Context: an optimization exercise on an open-source flow, tuned for small area, a short achievable clock period and few clock cycles. The choices shown serve that exercise and are no tape-out recipe.
Only simulation tests tie the RTL to the original design; equivalence was not proved.

==> flow/design.v (outline; a module is shown in full before it is edited, if it fits) <==
// module mmm_q: 183 lines
// module mmm_inv: 139 lines
// module mmm_bd: 16 lines
// module mmm_dreg: 7 lines
// module mmm_fa: 10 lines
// module mmm_ha: 9 lines
// module mmm_r2mm_2n: 8640 lines
module mmm_r2mm_2n
#(
    parameter K = 256
)
(
    input   wire            clk     ,
    input   wire            rst_n   ,
    input   wire [K-1  :0]  x       ,
    input   wire [K-1  :0]  y       ,
    input   wire [K-1  :0]  m       ,
    input   wire            req     ,
    output  wire [K-1  :0]  res     ,
    output  reg             val     
);
  // ...
==> flow/flow/run.sh <==
#!/bin/bash
set -uo pipefail
bash standard.sh SETUP_SLACK_MARGIN=22.5 MATCH_CELL_FOOTPRINT=0 \
  'BUFFER_PORTS_ARGS=-buffer_cell sky130_fd_sc_hd__buf_2' finish > standard_flow.log 2>&1
==> flow/standard.sh <==
#!/bin/bash
# synth_recipe.tcl (not shown) runs the flow's synth.tcl, then flattens the netlist and writes it again
# the make line also repeats each setting of config.mk as NAME=value (left out here)
make -C /OpenROAD-flow-scripts/flow DESIGN_CONFIG=/design/flow/config.mk WORK_HOME=/design/flow/orfs CLKGATE_MAP_FILE= SYNTH_SCRIPT=/design/flow/synth_recipe.tcl "${@:-finish}"
==> flow/config.mk <==
export PLATFORM = sky130hd
export DESIGN_NAME = mmm_r2mm_2n
export DESIGN_NICKNAME = mmm_r2mm_2n
export VERILOG_FILES = /design/flow/design.v
export SDC_FILE = /design/flow/constraint.sdc
export NUM_CORES = 8
export LEC_CHECK = 0
export CAP_MARGIN = 20
export CELL_PAD_IN_SITES_DETAIL_PLACEMENT = 1
export CORE_MARGIN = 2
export CORE_UTILIZATION = 55
export SETUP_SLACK_MARGIN = 2
export SLEW_MARGIN = 20
export SYNTH_HIERARCHICAL = 1
export SYNTH_MINIMUM_KEEP_SIZE = 0
export TNS_END_PERCENT = 25
==> flow/constraint.sdc <==
create_clock -name core_clock -period 30.0 [get_ports {clk}]
set_input_delay 6.0000 -clock core_clock [delete_from_list [all_inputs] [get_ports {clk}]]
set_output_delay 6.0000 -clock core_clock [all_outputs]
set_load 0.01 [all_outputs]
==> results.txt, run 1 <==
- Status: timing/DRC/antenna clean
- Vias: 126,000
- Die area: 0.269 sq mm
- DRT iter0 DRCs: 16,200
- Logic inverters: 98
- Cell area after synthesis: 0.146 sq mm
- H-Tree Depth: 4
- Hold-fix buffers, CTS: 0
- Area growth syn-to-layout: 9.49%
- Post-CTS setup buffers: 18
- Most frequent cells in the layout: 3,307 x nand2_1, 3,228 x fa_1, 1,158 x a22oi_1, 1,015 x buf_2, 910 x xnor2_1
- Hold Path Sink: u_bd1.e[0]
- CP arrival: 8.38 ns
- Worst Setup Slack, final: 22.32 ns
- Layout fillers: 28,200
- Max stage delay on crit path: 0.54 ns
- Final wirelength: 687,000 um
- Hold depth: 1
- Synth warnings: 10
- Multi-input gates: 11,600
- CTS Buffer Depth: 4
- Final net count: 18,700
- Initial antenna violation count: 111
- First-pass GRT wire length: 972,000 um
- Final setup fails: 0
Testbench counts, summed over its fixed seeds: cycles 34,568.
==> run 2: changes to the inputs <==
--- a/flow/design.v
+++ b/flow/design.v
@@ -376,19 +376,19 @@
     output  wire [K-1  :0]  res     ,
     output  reg             val     
 );
 localparam KD = 8;
 localparam SW = 265;
 reg  [255:0]  Yr, Mr;
 reg  [SW-1:0] Sr, Cr;
 reg           cinr;
-reg  [31:0]   sel;
+wire [31:0]   sel;
 reg  [5:0]    cnt;
-reg           s32;
+wire           s32;
 wire [SW-1:0] ns, nc;
 wire ncin;
 wire idle  = (cnt == 6'd0);
 wire start = req & idle;
 wire it    = (cnt != 6'd0) && (cnt <= 6'd33);
 wire f1    = (cnt == 6'd34);
 wire f2    = (cnt == 6'd35);
 wire clr   = idle | f2;
@@ -402,17 +402,21 @@
 always @* begin
     xn = {KD{1'b0}}; mn = {KD{1'b0}};
     for (i = 1; i < 32; i = i + 1) begin
         xn = xn | ({KD{sel[i]}} & x[i*KD +: KD]);
         if (i < 31) mn = mn | ({KD{sel[i+1]}} & Mr[i*KD +: KD]);
         else mn = mn | ({KD{s32}} & Mr[i*KD +: KD]);
     end
 end
-always @(posedge clk) s32 <= it & sel[31];
+genvar gs;
+generate for (gs = 0; gs < 32; gs = gs + 1) begin : g_sel
+    assign sel[gs] = (cnt == gs - 1);
+end endgenerate
+assign s32 = (cnt == 6'd31);
 reg          s255, bor, ptop;
 always @(posedge clk) s255 <= x[255];
 reg [31:0] xg, xgn;
 always @* begin
     xgn = {32{1'b0}};
     xgn[7:0] = xgn[7:0] | ({KD{sel[1]}} & x[15:8]);
     xgn[7:0] = xgn[7:0] | ({KD{sel[2]}} & x[23:16]);
     xgn[7:0] = xgn[7:0] | ({KD{sel[3]}} & x[31:24]);
@@ -451,21 +455,16 @@
 wire [KD:0] d0 = {1'b0, x[KD-1:0]} - {1'b0, m[KD-1:0] & {KD{x[255]}}};
 wire [KD:0] dd = idle ? d0 : dp;
 wire [KD:0] be = {dd[KD-1:0], ~idle & ptop};
 always @(posedge clk) begin bor <= dd[KD]; ptop <= dd[KD-1]; end
 wire [3:0] bo_0, bt_0, bn_0;
 mmm_bd u_bd0 (.clk(clk), .d(be), .one(bo_0), .two(bt_0), .neg(bn_0));
 wire [3:0] bo_1, bt_1, bn_1;
 mmm_bd u_bd1 (.clk(clk), .d(be), .one(bo_1), .two(bt_1), .neg(bn_1));
-always @(posedge clk) begin
-    if (start) sel <= {{29{1'b0}}, 3'b100};
-    else if (it) sel <= {sel[30:0], 1'b0};
-    else sel <= {{30{1'b0}}, 2'b10};
-end
 wire [2047:0] pq;
 genvar gj;
 generate for (gj = 0; gj < KD; gj = gj + 1) begin : g_pp
     assign pq[gj*256+0 +: 256] = ~({256{q_0[gj]}} & Mr[255:0]);
 end endgenerate
 wire [1027:0] px;
 wire [3:0] pxn, pxs;
 wire [256:0] y1 = {1'b0, Yr};
==> results.txt, run 2 <==
- Die area: 0.268 sq mm (was 0.269 sq mm)
- Worst reg2reg path depth: 18 (was 15)
- Hold Path Origin: ptop (unchanged)
- H-Tree Depth: 4 (unchanged)
- Synth warnings: 10 (unchanged)
- Worst Setup Slack, final: 22.34 ns (was 22.32 ns)
- Row count: 188 (was 189)
- DRT iter0 DRCs: 16,200 (about the same)
- Remaining DRCs: 0 (unchanged)
- Hold depth: 1 (unchanged)
- Root buffer cell: clkbuf_16 (unchanged)
- Min Tclk post-route: 7.66 ns (was 7.68 ns)
- Final wirelength: 697,000 um (was 687,000 um)
- Min-delay worst type: reg2reg (unchanged)
- Unrepaired setup endpoints after global routing: true (unchanged)
- Crit Path Class: reg2out (was in2reg)
- Hold-fix buffers, CTS: 0 (unchanged)
- CP Launch Type: register (was input pin)
- Area growth syn-to-layout: 9.58% (was 9.49%)
- CP max-delay cell: dfxtp_2 (was xnor2_1)
- Cells after Synth: 14,400 (about the same)
- Core region area: 0.263 sq mm (was 0.264 sq mm)
- Most frequent cells in the layout: 3,347 x nand2_1, 3,228 x fa_1, 1,101 x a22oi_1, 1,019 x buf_2, 903 x xnor2_1 (was 3,307 x nand2_1, 3,228 x fa_1, 1,158 x a22oi_1, 1,015 x buf_2, 910 x xnor2_1)
- Vias: 127,000 (was 126,000)
- Hold Path Sink: u_bd0.e[0] (was u_bd1.e[0])
- Post-Route Setup TNS: 0 ns (unchanged)
- First-pass DRT Iterations: 8 (was 6)
- Die Wd: 518 um (was 519 um)
- Crit end category: output port (was register)
- Register area: 0.0232 sq mm (was 0.0239 sq mm)
- Final hold vios: 0 (unchanged)
- Least-Margin Pin Slew: 1.37 ns (was 1.35 ns)
- Status: timing/DRC/antenna clean (unchanged)
- CTS sink count: 1,135 (was 1,167)
- Cts bufs inserted: 161 (was 160)
- Max Freq: 131 MHz (was 130 MHz)
- DR vias/cell: 7.03 (was 6.94)
- CP arrival: 1.66 ns (was 8.38 ns)
- Initial antenna violation count: 111 (unchanged)
- Ports: 1,028 (unchanged)
- RR Endpoint: Cr[89] (was Cr[230])
- Layout fillers: 28,100 (was 28,200)
- Max-Cap Viols: 0 (unchanged)
- Global route overflow: 0 (unchanged)
- Regs by FF count: Cr x265, Sr x265 (unchanged)
- Final Wtd Congestion: 1.04 (was 1.05)
- Syn nets: 18,700 (about the same)
- Max FO, Critical Path: 9 (was 10)
- Reg2reg start: u_q0.sr[0] (was u_bd1.e[2])
- CTS Buffer Depth: 4 (unchanged)
- Drt wl/cell: 38.7 um (was 38.0 um)
- Worst path top cell family by delay: flip-flops (was compound AO/OA/AOI/OAI gates)
- CP cell instances: buf_2 (was buf_4 -> nand2_1 -> ha_1 -> nor2b_1 -> o21ai_1 -> a21oi_1 -> o21ai_1 -> nand2b_1 -> xnor2_1 -> a21oi_1)
- Fin crit share: 25.5% (was 25.6%)
- GRT Total Usage: 50.2% (was 49.9%)
- Clock-pin slew on the worst setup and hold paths: 0.07 ns (was 0.06 ns)
- Area of the multi-input gates: 0.117 sq mm (about the same)
- Max stage delay on crit path: 0.56 ns (was 0.54 ns)
- Share of cells above drive strength 1: 14.9% (was 14.7%)
- Final net count: 18,700 (about the same)
- I/O Buffers: 1,027 (unchanged)
- Vias in the first global route: 138,000 (was 135,000)
- Pre-CTS setup slack: 18.10 ns (was 18.21 ns)
- Routed Antenna Nets: 0 (unchanged)
- First-pass GRT wire length: 973,000 um (was 972,000 um)
- Initial Util: 55.3% (was 55.2%)
- Layout Skew: 0.0571 ns (was 0.0460 ns)
- Data required, critical path: 24.00 ns (was 30.70 ns)
- Commonest non-fill, non-tap cell in the layout: nand2_1 (unchanged)
- Final setup fails: 0 (unchanged)
- CTS tree: built (unchanged)
- Worst-Skew Late Latency: 0.91 ns (was 0.92 ns)
- Final-report max-slew violation count: 0 (unchanged)
- HPWL after detailed placement: 495,000 um (was 497,000 um)
- Bufs and invs on worst path: 1 (unchanged)
- Syn_area_per_cell: 10.1 sq um (about the same)
- R2R setup slack: 22.35 ns (was 22.42 ns)
- Largest net degree at the start of global routing: 165 (was 182)
- Worst slew margin: 8.25% (was 10.3%)
- Chip height: 518 um (was 519 um)
- Cell area after synthesis: 0.145 sq mm (was 0.146 sq mm)
[run 2: changes by cell type in the layout (fill, tap and decap cells not counted), moves of 23 or more]
cell | before | now
a22oi_1 | 1158 | 1101
a221oi_1 | 45 | 78
and2_1 | 37 | 14
dfxtp_1 | 882 | 858
nand3_1 | 413 | 451
a21o_1 | 153 | 115
nand4_1 | 83 | 60
nand2_1 | 3307 | 3347
diode_2 | 90 | 57
a22o_1 | 71 | 100
[run 2: timing repair]
| item | CTS | global route |
|---|---|---|
| pin swaps | 13 | 26 |
| resized for setup | 269 | 216 |
| buffers inserted | 26 | 35 |
| setup endpoints to repair | 969 | 1018 |
| cloned | 16 | 25 |
[run 2: worst max path at each step]
stage          startpoint  endpoint  slack, ns  cells after the start
2_1_floorplan      x[255]       bor      22.28                     14
3_3_place_gp       cnt[2]    Yr[28]      18.55                     29
3_5_place_dp       cnt[2]    Yr[34]      18.10                     29
4_1_cts            Yr[71]   res[71]      22.28                      1
5_1_grt             Yr[6]    res[6]      22.38                      1
6_report          Yr[237]  res[237]      22.34                      1
[run 2: stage by stage]
| stage | std cells | area (sq um) | util, % | hold slack (ns) |
|---|---|---|---|---|
| 3_5_place_dp | 17600 | 151000 | 57.5 | 0.479 |
| 6_report | 18000 | 159000 | 60.6 | 0.511 |
| 5_1_grt | 18000 | 159000 | 60.6 | 0.515 |
| 4_1_cts | 17900 | 157000 | 60.0 | 0.498 |
| 2_1_floorplan | 14400 | 145000 | - | 0.422 |
| 3_3_place_gp | 17600 | 151000 | 57.5 | 0.444 |
[run 2: layer usage]
layer | up-vias | GRT usage (%) | wire [um]
met1 | 66100 | 59.0 | 233000
li1 | 47000 | - | -
met3 | 3028 | 20.0 | 97900
met4 | 106 | 38.7 | 66100
met5 | - | 0.729 | 1350
met2 | 10600 | 73.5 | 299000
[run 2: layout make-up]
type | instances | share of cell area (%)
Multi-Input combinational cell | 11700 | 73.7
Clock buffer | 208 | 2.81
Inverter | 87 | 0.224
Antenna cell | 57 | 0.0896
Sequential cell | 1135 | 14.6
Clock inverter | 66 | 0.622
Timing Repair Buffer | 1284 | 5.22
Tap cell | 3515 | 2.76
Testbench counts of run 2, summed over its fixed seeds: cycles 34,568.
==> run 3: changes to the inputs <==
--- a/flow/config.mk
+++ b/flow/config.mk
@@ -9,8 +9,9 @@
 export CELL_PAD_IN_SITES_DETAIL_PLACEMENT = 1
 export CORE_MARGIN = 2
 export CORE_UTILIZATION = 55
+export GPL_ROUTABILITY_DRIVEN = 0
 export SETUP_SLACK_MARGIN = 2
-export SLEW_MARGIN = 20
+export SLEW_MARGIN = 30
 export SYNTH_HIERARCHICAL = 1
 export SYNTH_MINIMUM_KEEP_SIZE = 0
-export TNS_END_PERCENT = 25
+export TNS_END_PERCENT = 40
==> results.txt, run 3 <==
- Status: timing/DRC/antenna clean (unchanged)
- R2R setup slack: 22.36 ns (was 22.35 ns)
- Post-route cell area: 0.159 sq mm (about the same)
- Min Tclk post-route: 7.70 ns (was 7.66 ns)
- CP Launch Type: register (unchanged)
- CP arrival: 1.70 ns (was 1.66 ns)
- Final wirelength: 675,000 um (was 697,000 um)
- Syn nets: 18,700 (unchanged)
- Drt wl/cell: 37.5 um (was 38.7 um)
- Die area: 0.268 sq mm (unchanged)
- HPWL after detailed placement: 487,000 um (was 495,000 um)
- Vias: 126,000 (was 127,000)
- Final-report max-slew violation count: 0 (unchanged)
- I/O Buffers: 1,027 (unchanged)
- Worst setup startpoint: Yr[118] (was Yr[237])
- Cts bufs inserted: 163 (was 161)
- Vias in the first global route: 138,000 (about the same)
- Final setup fails: 0 (unchanged)
- Max FO, Critical Path: 9 (unchanged)
- Clock-pin slew on the worst setup and hold paths: 0.07 ns (about the same)
- CTS sink count: 1,135 (unchanged)
- Least-Margin Pin Slew: 1.40 ns (was 1.37 ns)
- Root buffer cell: clkbuf_16 (unchanged)
- Max-Cap Viols: 0 (unchanged)
- Most frequent cells in the layout: 3,347 x nand2_1, 3,228 x fa_1, 1,101 x a22oi_1, 1,021 x buf_2, 901 x xnor2_1 (was 3,347 x nand2_1, 3,228 x fa_1, 1,101 x a22oi_1, 1,019 x buf_2, 903 x xnor2_1)
- Initial antenna violation count: 97 (was 111)
- Share of cells above drive strength 1: 15.1% (was 14.9%)
- Stages on worst setup path: 1 (unchanged)
- Hold Path Origin: ptop (unchanged)
- Ports: 1,028 (unchanged)
- Chip height: 518 um (unchanged)
- Placed cell area: 0.151 sq mm (about the same)
- First-pass GRT wire length: 965,000 um (was 973,000 um)
- CTS tree: built (unchanged)
- Final core occ: 60.6% (about the same)
- Routed Antenna Nets: 0 (unchanged)
- Crit end category: output port (unchanged)
- H-Tree Depth: 4 (unchanged)
- Reg2reg start: cnt[2] (was u_q0.sr[0])
- Crit Path Class: reg2out (unchanged)
- Worst path top cell family by delay: flip-flops (unchanged)
- Area of the multi-input gates: 0.117 sq mm (about the same)
- GRT Total Usage: 49.5% (was 50.2%)
- Bufs and invs on worst path: 1 (unchanged)
- Commonest non-fill, non-tap cell in the layout: nand2_1 (unchanged)
- Die Wd: 518 um (unchanged)
- CP max-delay cell: dfxtp_2 (unchanged)
- First-pass DRT Iterations: 17 (was 8)
- Cell area after synthesis: 0.145 sq mm (unchanged)
- Syn_area_per_cell: 10.1 sq um (unchanged)
- Cells after Synth: 14,400 (unchanged)
- Global route overflow: 0 (unchanged)
- End of the critical path: res[118] (was res[237])
- Post-Route Setup TNS: 0 ns (unchanged)
- Worst-Skew Late Latency: 0.95 ns (was 0.91 ns)
- Largest net degree at the start of global routing: 202 (was 165)
- Min-delay worst type: reg2reg (unchanged)
- Register area: 0.0232 sq mm (about the same)
- Data required, critical path: 24.00 ns (about the same)
- Fin crit share: 25.7% (was 25.5%)
- Worst reg2reg path depth: 28 (was 18)
- RR Endpoint: Yr[9] (was Cr[89])
- DRT iter0 DRCs: 15,100 (was 16,200)
- Unrepaired setup endpoints after global routing: true (unchanged)
- Layout fillers: 28,100 (about the same)
- CTS Buffer Depth: 4 (unchanged)
- CP cell instances: buf_2 (unchanged)
- Worst slew margin: 6.60% (was 8.25%)
- Regs by FF count: Cr x265, Sr x265 (unchanged)
- Synth warnings: 10 (unchanged)
- Remaining DRCs: 0 (unchanged)
- Layout Skew: 0.0816 ns (was 0.0571 ns)
- Area growth syn-to-layout: 9.51% (was 9.58%)
- Final hold vios: 0 (unchanged)
- Row count: 188 (unchanged)
- Core region area: 0.263 sq mm (unchanged)
- Max Freq: 130 MHz (was 131 MHz)
- Max stage delay on crit path: 0.52 ns (was 0.56 ns)
- Hold-fix buffers, CTS: 0 (unchanged)
- Initial Util: 55.3% (unchanged)
- Final net count: 18,600 (was 18,700)
- DR vias/cell: 6.99 (was 7.03)
## run 3: layer usage
| metal | GRT usage, % | vias to the layer above | share of wire, % |
|---|---|---|---|
| li1 | - | 47000 | - |
| met1 | 57.8 | 65500 | 33 |
| met2 | 71.2 | 10200 | 43 |
| met3 | 20.8 | 3108 | 14 |
| met4 | 40.1 | 92 | 9.7 |
| met5 | 0.605 | - | 0.17 |
## run 3: repair_timing
action	4_1_cts	5_1_grt
pin swaps	15	21
resized for setup	383	89
setup endpoints to repair	964	889
buffers inserted	31	27
gates cloned	12	7
## run 3: worst min path at each step
stage	to	slack (ns)	depth (start not counted)
after global placement	u_bd0.e[0]	0.44	1
after detailed placement	u_bd0.e[0]	0.45	1
after global routing	u_bd0.e[0]	0.48	1
after CTS	u_bd0.e[0]	0.46	1
after floorplan	u_bd0.e[0]	0.42	1
final	u_bd0.e[0]	0.46	1
## run 3: area by class of cell
cell class,count,share of cell area (%)
multi-input cells,11700,73.7
flip-flops and latches,1135,14.6
repair buffers,1262,5.12
clock buffers,204,2.85
well taps,3515,2.77
clock inverters,82,0.655
inverters,87,0.221
diodes,60,0.0944
## run 3: per-stage QoR
step	instances	hold slack (ns)	setup slack, ns
after floorplan	14400	0.422	22.28
after global placement	17600	0.444	19.04
after detailed placement	17600	0.453	18.62
after CTS	17900	0.458	22.36
after global routing	18000	0.480	22.34
final	18000	0.464	22.30
==> run 4: changes to the inputs <==
--- a/flow/config.mk
+++ b/flow/config.mk
@@ -11,7 +11,7 @@
 export CORE_UTILIZATION = 55
 export GPL_ROUTABILITY_DRIVEN = 0
 export SETUP_SLACK_MARGIN = 2
-export SLEW_MARGIN = 30
+export SLEW_MARGIN = 20
 export SYNTH_HIERARCHICAL = 1
 export SYNTH_MINIMUM_KEEP_SIZE = 0
 export TNS_END_PERCENT = 40
==> results.txt, run 4 <==
- Vias: 127,000 (was 126,000)
- Die area: 0.268 sq mm (unchanged)
- Final core occ: 60.6% (about the same)
- HPWL after detailed placement: 486,000 um (was 487,000 um)
- Area growth syn-to-layout: 9.46% (was 9.51%)
- CTS tree: built (unchanged)
- Most frequent cells in the layout: 3,347 x nand2_1, 3,228 x fa_1, 1,101 x a22oi_1, 1,016 x buf_2, 901 x xnor2_1 (was 3,347 x nand2_1, 3,228 x fa_1, 1,101 x a22oi_1, 1,021 x buf_2, 901 x xnor2_1)
- First-pass GRT wire length: 968,000 um (was 965,000 um)
- Cell area after synthesis: 0.145 sq mm (unchanged)
- Least-Margin Pin Slew: 1.43 ns (was 1.40 ns)
- Max-Cap Viols: 0 (unchanged)
- R2R setup slack: 22.43 ns (was 22.36 ns)
- Vias in the first global route: 138,000 (about the same)
- Worst reg2reg path depth: 29 (was 28)
- GRT Total Usage: 49.7% (was 49.5%)
- Crit Path Class: reg2out (unchanged)
- Bufs and invs on worst path: 1 (unchanged)
- Hold Path Origin: ptop (unchanged)
- DR vias/cell: 7.02 (was 6.99)
- Drt wl/cell: 37.7 um (was 37.5 um)
- Share of cells above drive strength 1: 14.8% (was 15.1%)
- Global route overflow: 0 (unchanged)
- Final setup fails: 0 (unchanged)
- Worst setup startpoint: Yr[126] (was Yr[118])
- Max FO, Critical Path: 9 (unchanged)
- Remaining DRCs: 0 (unchanged)
- Layout fillers: 28,100 (about the same)
- Largest net degree at the start of global routing: 202 (unchanged)
- Ports: 1,028 (unchanged)
- Final net count: 18,600 (unchanged)
- CP Launch Type: register (unchanged)
- Synth warnings: 10 (unchanged)
- Final-report max-slew violation count: 0 (unchanged)
- Hold-fix buffers, CTS: 0 (unchanged)
- Core region area: 0.263 sq mm (unchanged)
- Reg2reg start: cnt[3] (was cnt[2])
- Met1 WL: 226,000 um (about the same)
- First-pass DRT Iterations: 10 (was 17)
- Clock-pin slew on the worst setup and hold paths: 0.06 ns (was 0.07 ns)
- Initial antenna violation count: 107 (was 97)
- Highest metal used: met5 (unchanged)
- CP arrival: 1.69 ns (was 1.70 ns)
- Commonest non-fill, non-tap cell in the layout: nand2_1 (unchanged)
- Initial Util: 55.3% (unchanged)
- RR Endpoint: Yr[0] (was Yr[9])
- Hold depth: 1 (unchanged)
- Cells after Synth: 14,400 (unchanged)
- Routed Antenna Nets: 0 (unchanged)
- CTS sink count: 1,135 (unchanged)
- Final hold vios: 0 (unchanged)
- Max stage delay on crit path: 0.50 ns (was 0.52 ns)
- CTS Buffer Depth: 4 (unchanged)
- Crit end category: output port (unchanged)
- Row count: 188 (unchanged)
- Hold Path Sink: u_bd1.e[0] (was u_bd0.e[0])
- Max Freq: 130 MHz (about the same)
- I/O Buffers: 1,027 (unchanged)
- Syn_area_per_cell: 10.1 sq um (unchanged)
- Chip height: 518 um (unchanged)
- Final wirelength: 680,000 um (was 675,000 um)
- Fin crit share: 25.6% (was 25.7%)
- Layout Skew: 0.0629 ns (was 0.0816 ns)
- Die Wd: 518 um (unchanged)
- Worst slew margin: 4.71% (was 6.60%)
- Unrepaired setup endpoints after global routing: true (unchanged)
- Worst-Skew Late Latency: 0.91 ns (was 0.95 ns)
- Min Tclk post-route: 7.69 ns (was 7.70 ns)
- Syn nets: 18,700 (unchanged)
- Stages on worst setup path: 1 (unchanged)
- CP max-delay cell: dfxtp_2 (unchanged)
- Data required, critical path: 24.00 ns (about the same)
- CP cell instances: buf_2 (unchanged)
- Regs by FF count: Cr x265, Sr x265 (unchanged)
- H-Tree Depth: 4 (unchanged)
- Min-delay worst type: reg2reg (unchanged)
- DR WL met3: 97,100 um (was 95,200 um)
- Root buffer cell: clkbuf_16 (unchanged)
- DRT iter0 DRCs: 15,300 (was 15,100)
- Post-Route Setup TNS: 0 ns (unchanged)
- Cts bufs inserted: 162 (was 163)
- Detail Route met2 WL: 286,000 um (was 288,000 um)
- Status: timing/DRC/antenna clean (unchanged)
- Worst path top cell family by delay: flip-flops (unchanged)
[run 4: layout make-up]
class                   count  area (sq um)  area share (%)
inverters                  87           352           0.221
clock buffers             206          4480            2.82
clock inverters            74          1030           0.651
repair buffers           1262          8090            5.09
well taps                3515          4400            2.77
diodes                     60           150          0.0944
flip-flops and latches   1135         23200            14.6
multi-input cells       11700        117000            73.8
[run 4: repair_timing]
| action | CTS | global route |
|---|---|---|
| gates cloned | 15 | 10 |
| setup buffers | 29 | 35 |
| pin swaps | 14 | 21 |
| resized for setup | 403 | 102 |
| setup endpoints to repair | 965 | 867 |
[run 4: metal layers]
| layer | vias up | track usage [%] |
|---|---|---|
| met3 | 3147 | 20.9 |
| li1 | 47000 | - |
| met1 | 65600 | 58.1 |
| met2 | 10700 | 71.0 |
| met4 | 86 | 40.7 |
| met5 | - | 2.10 |
[run 4: stage by stage]
step           std cells  setup WS (ns)  cell area [sq um]  hold slack [ns]
3_3_place_gp       17600          19.04             151000            0.444
2_1_floorplan      14400          22.28             145000            0.422
5_1_grt            18000          22.33             159000            0.487
6_report           18000          22.31             159000            0.468
4_1_cts            17900          22.37             158000            0.467
3_5_place_dp       17600          18.65             151000            0.453
[run 4: worst max-delay path by stage]
stage                     endpoint
after floorplan                bor
after global placement      Yr[46]
after detailed placement    Yr[46]
after CTS                 res[134]
after global routing      res[126]
final                     res[126]
==> run 5: changes to the inputs <==
--- a/flow/config.mk
+++ b/flow/config.mk
@@ -8,7 +8,7 @@
 export CAP_MARGIN = 20
 export CELL_PAD_IN_SITES_DETAIL_PLACEMENT = 1
 export CORE_MARGIN = 2
-export CORE_UTILIZATION = 55
+export CORE_UTILIZATION = 49
 export GPL_ROUTABILITY_DRIVEN = 0
 export SETUP_SLACK_MARGIN = 2
 export SLEW_MARGIN = 20
==> results.txt, run 5 <==
- Status: timing/DRC/antenna clean (unchanged)
- First-pass DRT Iterations: 6 (was 10)
- Cells after Synth: 14,400 (unchanged)
- DRT iter0 DRCs: 14,700 (was 15,300)
- CP arrival: 1.67 ns (was 1.69 ns)
- Final setup fails: 0 (unchanged)
- Hold Path Sink: u_bd1.e[0] (unchanged)
- Most frequent cells in the layout: 3,347 x nand2_1, 3,228 x fa_1, 1,102 x a22oi_1, 1,014 x buf_2, 900 x xnor2_1 (was 3,347 x nand2_1, 3,228 x fa_1, 1,101 x a22oi_1, 1,016 x buf_2, 901 x xnor2_1)
- Final wirelength: 679,000 um (was 680,000 um)
- GRT Total Usage: 44.4% (was 49.7%)
- H-Tree Depth: 4 (unchanged)
- Worst slew margin: 13.3% (was 4.71%)
- Commonest non-fill, non-tap cell in the layout: nand2_1 (unchanged)
- Remaining DRCs: 0 (unchanged)
- Global route overflow: 0 (unchanged)
- CTS sink count: 1,135 (unchanged)
- CP cell instances: buf_2 (unchanged)
- DR vias/cell: 6.68 (was 7.02)
- Worst setup startpoint: Yr[3] (was Yr[126])
- Core region area: 0.294 sq mm (was 0.263 sq mm)
- CTS Buffer Depth: 4 (unchanged)
- Layout Skew: 0.0650 ns (was 0.0629 ns)
- Post-Route Setup TNS: 0 ns (unchanged)
- Placed Cells: 18,000 (was 17,600)
- Fin crit share: 25.6% (about the same)
- Max FO, Critical Path: 9 (unchanged)
- Data required, critical path: 24.00 ns (about the same)
- Cell area after synthesis: 0.145 sq mm (unchanged)
- Unrepaired setup endpoints after global routing: true (unchanged)
- Vias: 123,000 (was 127,000)
- Die Wd: 548 um (was 518 um)
- Max stage delay on crit path: 0.57 ns (was 0.50 ns)
- Chip height: 548 um (was 518 um)
- Routed Antenna Nets: 0 (unchanged)
- RR Endpoint: Yr[198] (was Yr[0])
- Root buffer cell: clkbuf_16 (unchanged)
- Drt wl/cell: 36.9 um (was 37.7 um)
- Min-delay worst type: reg2reg (unchanged)
- Ports: 1,028 (unchanged)
- Final net count: 18,600 (about the same)
- Regs by FF count: Cr x265, Sr x265 (unchanged)
- Initial antenna violation count: 90 (was 107)
- Cell Count, Final, Fillers Out: 18,400 (was 18,000)
- Syn nets: 18,700 (unchanged)
- Synth warnings: 10 (unchanged)
- Hold depth: 1 (unchanged)
- CP Launch Type: register (unchanged)
- Crit Path Class: reg2out (unchanged)
- Crit end category: output port (unchanged)
- Bufs and invs on worst path: 1 (unchanged)
- Hold-fix buffers, CTS: 0 (unchanged)
- First-pass GRT wire length: 958,000 um (was 968,000 um)
- Share of cells above drive strength 1: 14.6% (was 14.8%)
- Worst path top cell family by delay: flip-flops (unchanged)
- Row count: 199 (was 188)
- Final hold vios: 0 (unchanged)
- HPWL after detailed placement: 491,000 um (was 486,000 um)
- Vias in the first global route: 133,000 (was 138,000)
- Worst-Skew Late Latency: 0.91 ns (about the same)
- Least-Margin Pin Slew: 1.30 ns (was 1.43 ns)
- Cts bufs inserted: 159 (was 162)
- R2R setup slack: 22.47 ns (was 22.43 ns)
- Reg2reg start: cnt[3] (unchanged)
- Clock-pin slew on the worst setup and hold paths: 0.06 ns (about the same)
- Max-Cap Viols: 0 (unchanged)
- Syn_area_per_cell: 10.1 sq um (unchanged)
- Area growth syn-to-layout: 9.54% (was 9.46%)
- Final-report max-slew violation count: 0 (unchanged)
- Max Freq: 130 MHz (about the same)
- CTS tree: built (unchanged)
- CP max-delay cell: dfxtp_2 (unchanged)
- Largest net degree at the start of global routing: 191 (was 202)
- Initial Util: 49.3% (was 55.3%)
- Die area: 0.301 sq mm (was 0.268 sq mm)
- Hold_ws: 0.475 ns (was 0.468 ns)
- I/O Buffers: 1,027 (unchanged)
- Worst reg2reg path depth: 30 (was 29)
- Hold Path Origin: ptop (unchanged)
- Min Tclk post-route: 7.67 ns (was 7.69 ns)
==> run 5: routing by layer <==
layer / track usage [%] / wire [um] / vias to the layer above
met1: 53.8 / 240000 / 64800
li1: - / - / 47000
met2: 64.7 / 291000 / 8866
met3: 17.3 / 90700 / 2316
met4: 31.2 / 56900 / 70
met5: 0 / 460 / -
==> run 5: final cells by class <==
class                           count  area, sq um
Fill cell                       31900       135000
Multi-Input combinational cell  11700       117000
Sequential cell                  1135        23200
Timing Repair Buffer             1252         7880
Tap cell                         3919         4900
Clock buffer                      218         4530
Clock inverter                     66          818
Inverter                           87          360
Antenna cell                       44          110
==> run 5: worst register-to-register path: cells and delay by family, from the launching register on <==
kind,cells,cell delay (ns)
AOI/OAI and AO/OA,6,1.50
xor gates and xnor gates,2,0.51
adders and majority gates,2,0.75
buffers and inverters,8,1.59
DFF,1,0.46
muxes,1,0.37
and+or+nand+nor,11,2.24
==> run 5: repair_timing <==
action,CTS,global route
setup endpoints to repair,913,961
cloned,17,9
gates resized for setup,412,61
setup buffers,29,18
pin swaps,12,15
==> run 5: per-stage QoR <==
| stage | util [%] | area, sq um | setup WS, ns |
|---|---|---|---|
| after detailed placement | 51.5 | 151000 | 18.20 |
| after global routing | 54.0 | 159000 | 22.34 |
| after global placement | 51.5 | 151000 | 18.55 |
| final | 54.1 | 159000 | 22.33 |
| after floorplan | - | 145000 | 22.28 |
| after CTS | 53.8 | 158000 | 22.35 |
==> run 5: worst max-delay path by stage <==
stage / cells past startpoint / end
after floorplan: 14 / bor
after global placement: 29 / Yr[172]
after detailed placement: 29 / Yr[174]
after CTS: 1 / res[235]
after global routing: 1 / res[122]
final: 1 / res[3]
==> run 6: changes to the inputs <==
--- a/flow/config.mk
+++ b/flow/config.mk
@@ -8,7 +8,7 @@
 export CAP_MARGIN = 20
 export CELL_PAD_IN_SITES_DETAIL_PLACEMENT = 1
 export CORE_MARGIN = 2
-export CORE_UTILIZATION = 49
+export CORE_UTILIZATION = 52
 export GPL_ROUTABILITY_DRIVEN = 0
 export SETUP_SLACK_MARGIN = 2
 export SLEW_MARGIN = 20
==> results.txt, run 6 <==
- Status: timing/DRC/antenna clean (unchanged)
- Cell Count, Final, Fillers Out: 18,200 (was 18,400)
- Max FO, Critical Path: 9 (unchanged)
- Root buffer cell: clkbuf_16 (unchanged)
- Crit end category: output port (unchanged)
- Largest net degree at the start of global routing: 183 (was 191)
- Placed Cells: 17,800 (was 18,000)
- Max stage delay on crit path: 0.50 ns (was 0.57 ns)
- Min-delay worst type: reg2reg (unchanged)
- Cells after Synth: 14,400 (unchanged)
- Routed Antenna Nets: 0 (unchanged)
- Post-Route Setup TNS: 0 ns (unchanged)
- Vias: 126,000 (was 123,000)
- Commonest non-fill, non-tap cell in the layout: nand2_1 (unchanged)
- CP arrival: 1.65 ns (was 1.67 ns)
- CP cell instances: buf_2 (unchanged)
- Data required, critical path: 24.00 ns (about the same)
- First-pass DRT Iterations: 9 (was 6)
- Syn nets: 18,700 (unchanged)
- Min Tclk post-route: 7.65 ns (was 7.67 ns)
- HPWL after detailed placement: 496,000 um (was 491,000 um)
- Met1 WL: 230,000 um (was 240,000 um)
- First-pass GRT wire length: 978,000 um (was 958,000 um)
- Share of cells above drive strength 1: 14.9% (was 14.6%)
- Global route overflow: 0 (unchanged)
- Max-Cap Viols: 0 (unchanged)
- Cell area after synthesis: 0.145 sq mm (unchanged)
- DRT iter0 DRCs: 15,400 (was 14,700)
- GRT Total Usage: 47.8% (was 44.4%)
- CTS sink count: 1,135 (unchanged)
- Final hold vios: 0 (unchanged)
- Fin crit share: 25.5% (was 25.6%)
- DR WL met3: 96,400 um (was 90,700 um)
- Area growth syn-to-layout: 9.52% (was 9.54%)
- DR vias/cell: 6.93 (was 6.68)
- I/O Buffers: 1,027 (unchanged)
- Least-Margin Pin Slew: 1.36 ns (was 1.30 ns)
- Initial antenna violation count: 122 (was 90)
- Cts bufs inserted: 155 (was 159)
- Initial Util: 52.1% (was 49.3%)
- Detail Route met2 WL: 293,000 um (was 291,000 um)
- H-Tree Depth: 4 (unchanged)
- Max Freq: 131 MHz (was 130 MHz)
- Regs by FF count: Cr x265, Sr x265 (unchanged)
- Worst path top cell family by delay: flip-flops (unchanged)
- Clock-pin slew on the worst setup and hold paths: 0.06 ns (about the same)
- CTS Buffer Depth: 4 (unchanged)
- Final setup fails: 0 (unchanged)
- Final wirelength: 691,000 um (was 679,000 um)
- Highest metal used: met5 (unchanged)
- Synth warnings: 10 (unchanged)
- Final net count: 18,600 (about the same)
- Ports: 1,028 (unchanged)
- Remaining DRCs: 0 (unchanged)
- Syn_area_per_cell: 10.1 sq um (unchanged)
- Die area: 0.284 sq mm (was 0.301 sq mm)
- R2R setup slack: 22.52 ns (was 22.47 ns)
- Worst-Skew Late Latency: 0.91 ns (about the same)
- Final-report max-slew violation count: 0 (unchanged)
- Row count: 194 (was 199)
- Most frequent cells in the layout: 3,346 x nand2_1, 3,228 x fa_1, 1,102 x a22oi_1, 1,012 x buf_2, 903 x xnor2_1 (was 3,347 x nand2_1, 3,228 x fa_1, 1,102 x a22oi_1, 1,014 x buf_2, 900 x xnor2_1)
- Core region area: 0.279 sq mm (was 0.294 sq mm)
- Crit Path Class: reg2out (unchanged)
- CP Launch Type: register (unchanged)
- Die Wd: 532 um (was 548 um)
- Final core occ: 57.1% (was 54.1%)
- Worst slew margin: 9.02% (was 13.3%)
- Layout Skew: 0.0693 ns (was 0.0650 ns)
- Unrepaired setup endpoints after global routing: true (unchanged)
- Drt wl/cell: 37.9 um (was 36.9 um)
- Vias in the first global route: 138,000 (was 133,000)
- Bufs and invs on worst path: 1 (unchanged)
- Chip height: 532 um (was 548 um)
- CP max-delay cell: dfxtp_2 (unchanged)
- CTS tree: built (unchanged)
run 6: area by class of cell:
cell class | instances | area, sq um
Antenna cell | 51 | 128
Inverter | 87 | 352
Clock buffer | 211 | 4420
Timing Repair Buffer | 1279 | 8190
Sequential cell | 1135 | 23300
Multi-Input combinational cell | 11700 | 117000
Fill cell | 30000 | 120000
Clock inverter | 64 | 815
Tap cell | 3724 | 4660
run 6: final timing paths:
check | end | startpoint | cells after the start
worst max-delay path | res[120] | Yr[120] | 1
worst min register to register | u_bd1.e[0] | ptop | 1
worst max register to register | Cr[94] | u_q0.ci | 20
max in group asynchronous | cnt[3] | rst_n | 1
worst min-delay path | u_bd1.e[0] | ptop | 1
min in group asynchronous | val | rst_n | 1
run 6: routing by layer:
metal	up-vias	global-route usage (%)
li1	47000	-
met1	65500	55.4
met2	10500	69.1
met5	-	0.354
met3	3202	19.8
met4	96	39.3
run 6: what timing repair did:
action                     in CTS  in global routing
resized for setup             455                 71
setup endpoints to repair    1009                913
pin swaps                      13                 13
cloned                         15                 14
setup buffers                  23                 26
hold buffers                    0                  0
run 6: stage by stage:
stage | instance area [sq um] | hold slack, ns | setup slack [ns]
finish | 159000 | 0.460 | 22.35
global route | 159000 | 0.485 | 22.38
CTS | 158000 | 0.461 | 22.37
detailed placement | 151000 | 0.447 | 18.35
global placement | 151000 | 0.439 | 18.76
floorplan | 145000 | 0.422 | 22.28
==> run 7: changes to the inputs <==
==> flow/flow/run.sh (replaced) <==
#!/bin/bash
set -uo pipefail
bash standard.sh SETUP_SLACK_MARGIN=22.5 MATCH_CELL_FOOTPRINT=0 \
  'BUFFER_PORTS_ARGS=-inputs -buffer_cell sky130_fd_sc_hd__buf_1' \
  "PRE_RESIZE_TCL=$PWD/flow/pre_resize.tcl" finish > standard_flow.log 2>&1
==> flow/flow/pre_resize.tcl (new file) <==
# Output ports get their buffers here (buf_2); input ports got buf_1 buffers at global
# placement (BUFFER_PORTS_ARGS).  Every port is buffered, as in the standard flow.
buffer_ports -outputs -buffer_cell sky130_fd_sc_hd__buf_2
--- a/flow/config.mk
+++ b/flow/config.mk
@@ -8,7 +8,7 @@
 export CAP_MARGIN = 20
 export CELL_PAD_IN_SITES_DETAIL_PLACEMENT = 1
 export CORE_MARGIN = 2
-export CORE_UTILIZATION = 52
+export CORE_UTILIZATION = 55
 export GPL_ROUTABILITY_DRIVEN = 0
 export SETUP_SLACK_MARGIN = 2
 export SLEW_MARGIN = 20
==> results.txt, run 7 <==
- CP Launch Type: register (unchanged)
- Die Wd: 518 um (was 532 um)
- Stages on worst setup path: 1 (unchanged)
- Commonest non-fill, non-tap cell in the layout: nand2_1 (unchanged)
- Worst reg2reg path depth: 30 (was 20)
- Worst-Skew Late Latency: 0.92 ns (was 0.91 ns)
- First-pass DRT Iterations: 13 (was 9)
- Worst setup startpoint: Yr[5] (was Yr[120])
- Crit Path Class: reg2out (unchanged)
- Regs by FF count: Cr x265, Sr x265 (unchanged)
- CTS tree: built (unchanged)
- Syn_area_per_cell: 10.1 sq um (unchanged)
- Largest net degree at the start of global routing: 222 (was 183)
- Max stage delay on crit path: 0.57 ns (was 0.50 ns)
- Cells after Synth: 14,400 (unchanged)
- Register area: 0.0232 sq mm (was 0.0233 sq mm)
- Max FO, Critical Path: 9 (unchanged)
- Final setup fails: 0 (unchanged)
- Bufs and invs on worst path: 1 (unchanged)
- Fin crit share: 25.7% (was 25.5%)
- CP max-delay cell: dfxtp_2 (unchanged)
- Final hold vios: 0 (unchanged)
- R2R setup slack: 22.32 ns (was 22.52 ns)
- Min Tclk post-route: 7.70 ns (was 7.65 ns)
- HPWL after detailed placement: 490,000 um (was 496,000 um)
- RR Endpoint: Yr[208] (was Cr[94])
- GRT Total Usage: 49.7% (was 47.8%)
- Final-report max-slew violation count: 20 (was 0)
- Routed Antenna Nets: 0 (unchanged)
- Failed Checks: slew limit
- Crit end category: output port (unchanged)
- Post-Route Setup TNS: 0 ns (unchanged)
- Synth warnings: 10 (unchanged)
- Unrepaired setup endpoints after global routing: true (unchanged)
- Initial Util: 55.3% (was 52.1%)
- Vias: 128,000 (was 126,000)
- Max Freq: 130 MHz (was 131 MHz)
- Chip height: 518 um (was 532 um)
- Remaining DRCs: 0 (unchanged)
- Worst slew margin: -1.88% (was 9.02%)
- DRT iter0 DRCs: 16,100 (was 15,400)
- Die area: 0.268 sq mm (was 0.284 sq mm)
- Reg2reg start: cnt[0] (was u_q0.ci)
- Final core occ: 60.3% (was 57.1%)
- Drt wl/cell: 38.1 um (was 37.9 um)
- Global route overflow: 0 (unchanged)
- Area growth syn-to-layout: 8.93% (was 9.52%)
- Clock-pin slew on the worst setup and hold paths: 0.07 ns (was 0.06 ns)
- Row count: 188 (was 194)
- Final wirelength: 687,000 um (was 691,000 um)
- Cell Count, Final, Fillers Out: 18,000 (was 18,200)
- Worst path top cell family by delay: flip-flops (unchanged)
- First-pass GRT wire length: 966,000 um (was 978,000 um)
- CP arrival: 1.70 ns (was 1.65 ns)
- End of the critical path: res[5] (was res[120])
- Core region area: 0.263 sq mm (was 0.279 sq mm)
- Max-Cap Viols: 0 (unchanged)
- Cts bufs inserted: 158 (was 155)
- DR vias/cell: 7.07 (was 6.93)
- Initial antenna violation count: 96 (was 122)
- CTS sink count: 1,135 (unchanged)
- Share of cells above drive strength 1: 9.65% (was 14.9%)
- Cell area after synthesis: 0.145 sq mm (unchanged)
- Syn nets: 18,700 (unchanged)
- H-Tree Depth: 4 (unchanged)
- Data required, critical path: 24.00 ns (about the same)
- CP cell instances: buf_2 (unchanged)
- Vias in the first global route: 138,000 (about the same)
- Area of the multi-input gates: 0.117 sq mm (about the same)
- Most frequent cells in the layout: 3,346 x nand2_1, 3,228 x fa_1, 1,101 x a22oi_1, 903 x xnor2_1, 873 x dfxtp_1 (was 3,346 x nand2_1, 3,228 x fa_1, 1,102 x a22oi_1, 1,012 x buf_2, 903 x xnor2_1)
- Ports: 1,028 (unchanged)
- Final net count: 18,700 (was 18,600)
- Layout fillers: 28,200 (was 30,000)
- CTS Buffer Depth: 4 (unchanged)
- Layout Skew: 0.0773 ns (was 0.0693 ns)
- Min-delay worst type: reg2reg (unchanged)
- I/O Buffers: 770 (was 1,027)
- Placed Cells: 17,600 (was 17,800)
- Root buffer cell: clkbuf_16 (unchanged)
- Least-Margin Pin Slew: 1.53 ns (was 1.36 ns)
- Hold-fix buffers, CTS: 0 (unchanged)
- Status: complete, but fails checks (was timing/DRC/antenna clean)
-- run 7: final cells by class --
cell class              count  share of cell area [%]
inverters                  87                   0.226
multi-input cells       11700                    74.1
clock buffers             202                    2.75
repair buffers           1304                    4.73
well taps                3515                    2.78
diodes                     48                  0.0759
clock inverters            76                   0.656
flip-flops and latches   1135                    14.7
-- run 7: how the worst min path moves through the flow --
stage / cells after the start / start / slack (ns) / endpoint
2_1_floorplan: 1 / ptop / 0.42 / u_bd0.e[0]
3_3_place_gp: 1 / ptop / 0.44 / u_bd0.e[0]
3_5_place_dp: 1 / ptop / 0.45 / u_bd1.e[0]
4_1_cts: 1 / ptop / 0.48 / u_bd1.e[0]
5_1_grt: 1 / ptop / 0.50 / u_bd1.e[0]
6_report: 1 / ptop / 0.49 / u_bd1.e[0]
-- run 7: layer usage --
metal / part of all wire (%) / track usage, % / up-vias
met3: 14 / 20.9 / 3180
met2: 42 / 71.4 / 10900
met5: 0.17 / 0.800 / -
met1: 33 / 58.5 / 66300
met4: 9.8 / 39.2 / 94
li1: - / - / 47000
-- run 7: through the flow --
| step | setup slack [ns] | instance area [sq um] | hold slack, ns |
|---|---|---|---|
| 2_1_floorplan | 22.28 | 145000 | 0.422 |
| 3_3_place_gp | 18.46 | 149000 | 0.443 |
| 3_5_place_dp | 17.87 | 150000 | 0.451 |
| 4_1_cts | 22.31 | 157000 | 0.485 |
| 5_1_grt | 22.28 | 158000 | 0.503 |
| 6_report | 22.30 | 158000 | 0.490 |
-- run 7: what timing repair did --
action | 4_1_cts | 5_1_grt
resized for setup | 297 | 204
cloned | 14 | 20
setup buffers | 22 | 54
pin swaps | 10 | 27
setup endpoints to repair | 983 | 974

## re-timing with driven ports
How much do the figures lean on ideal ports? The routed layouts below were timed once more, with nothing changed but the port constraints. Step 1: set_driving_cell puts a clkbuf_16 on clk and a buf_2 on each other input, an assumption about the parent block. Step 2 also shifts input and output timing later by t, the mid clock arrival at the registers, as if the neighbouring blocks saw the same clock. Slacks: no drivers / after step 1 / after step 2; pairs: no drivers / after step 1.
run	t, ns	slack for setup (ns)	worst setup path after step 2
run 1	1.016	22.321 / 22.207 / 21.385	input to register
run 2	0.992	22.337 / 22.224 / 21.528	input to register
run 3	1.003	22.295 / 22.201 / 21.690	input to register
run 4	0.996	22.312 / 22.190 / 21.689	input to register
run 5	0.992	22.327 / 22.216 / 21.662	input to register
run 6	0.986	22.350 / 22.242 / 21.607	input to register
run 7	0.992	22.304 / 22.190 / 21.566	input to register
For run 1, which loses most, drivers alone change the setup slack by -0.114 ns; drivers and shift together by -0.936 ns.
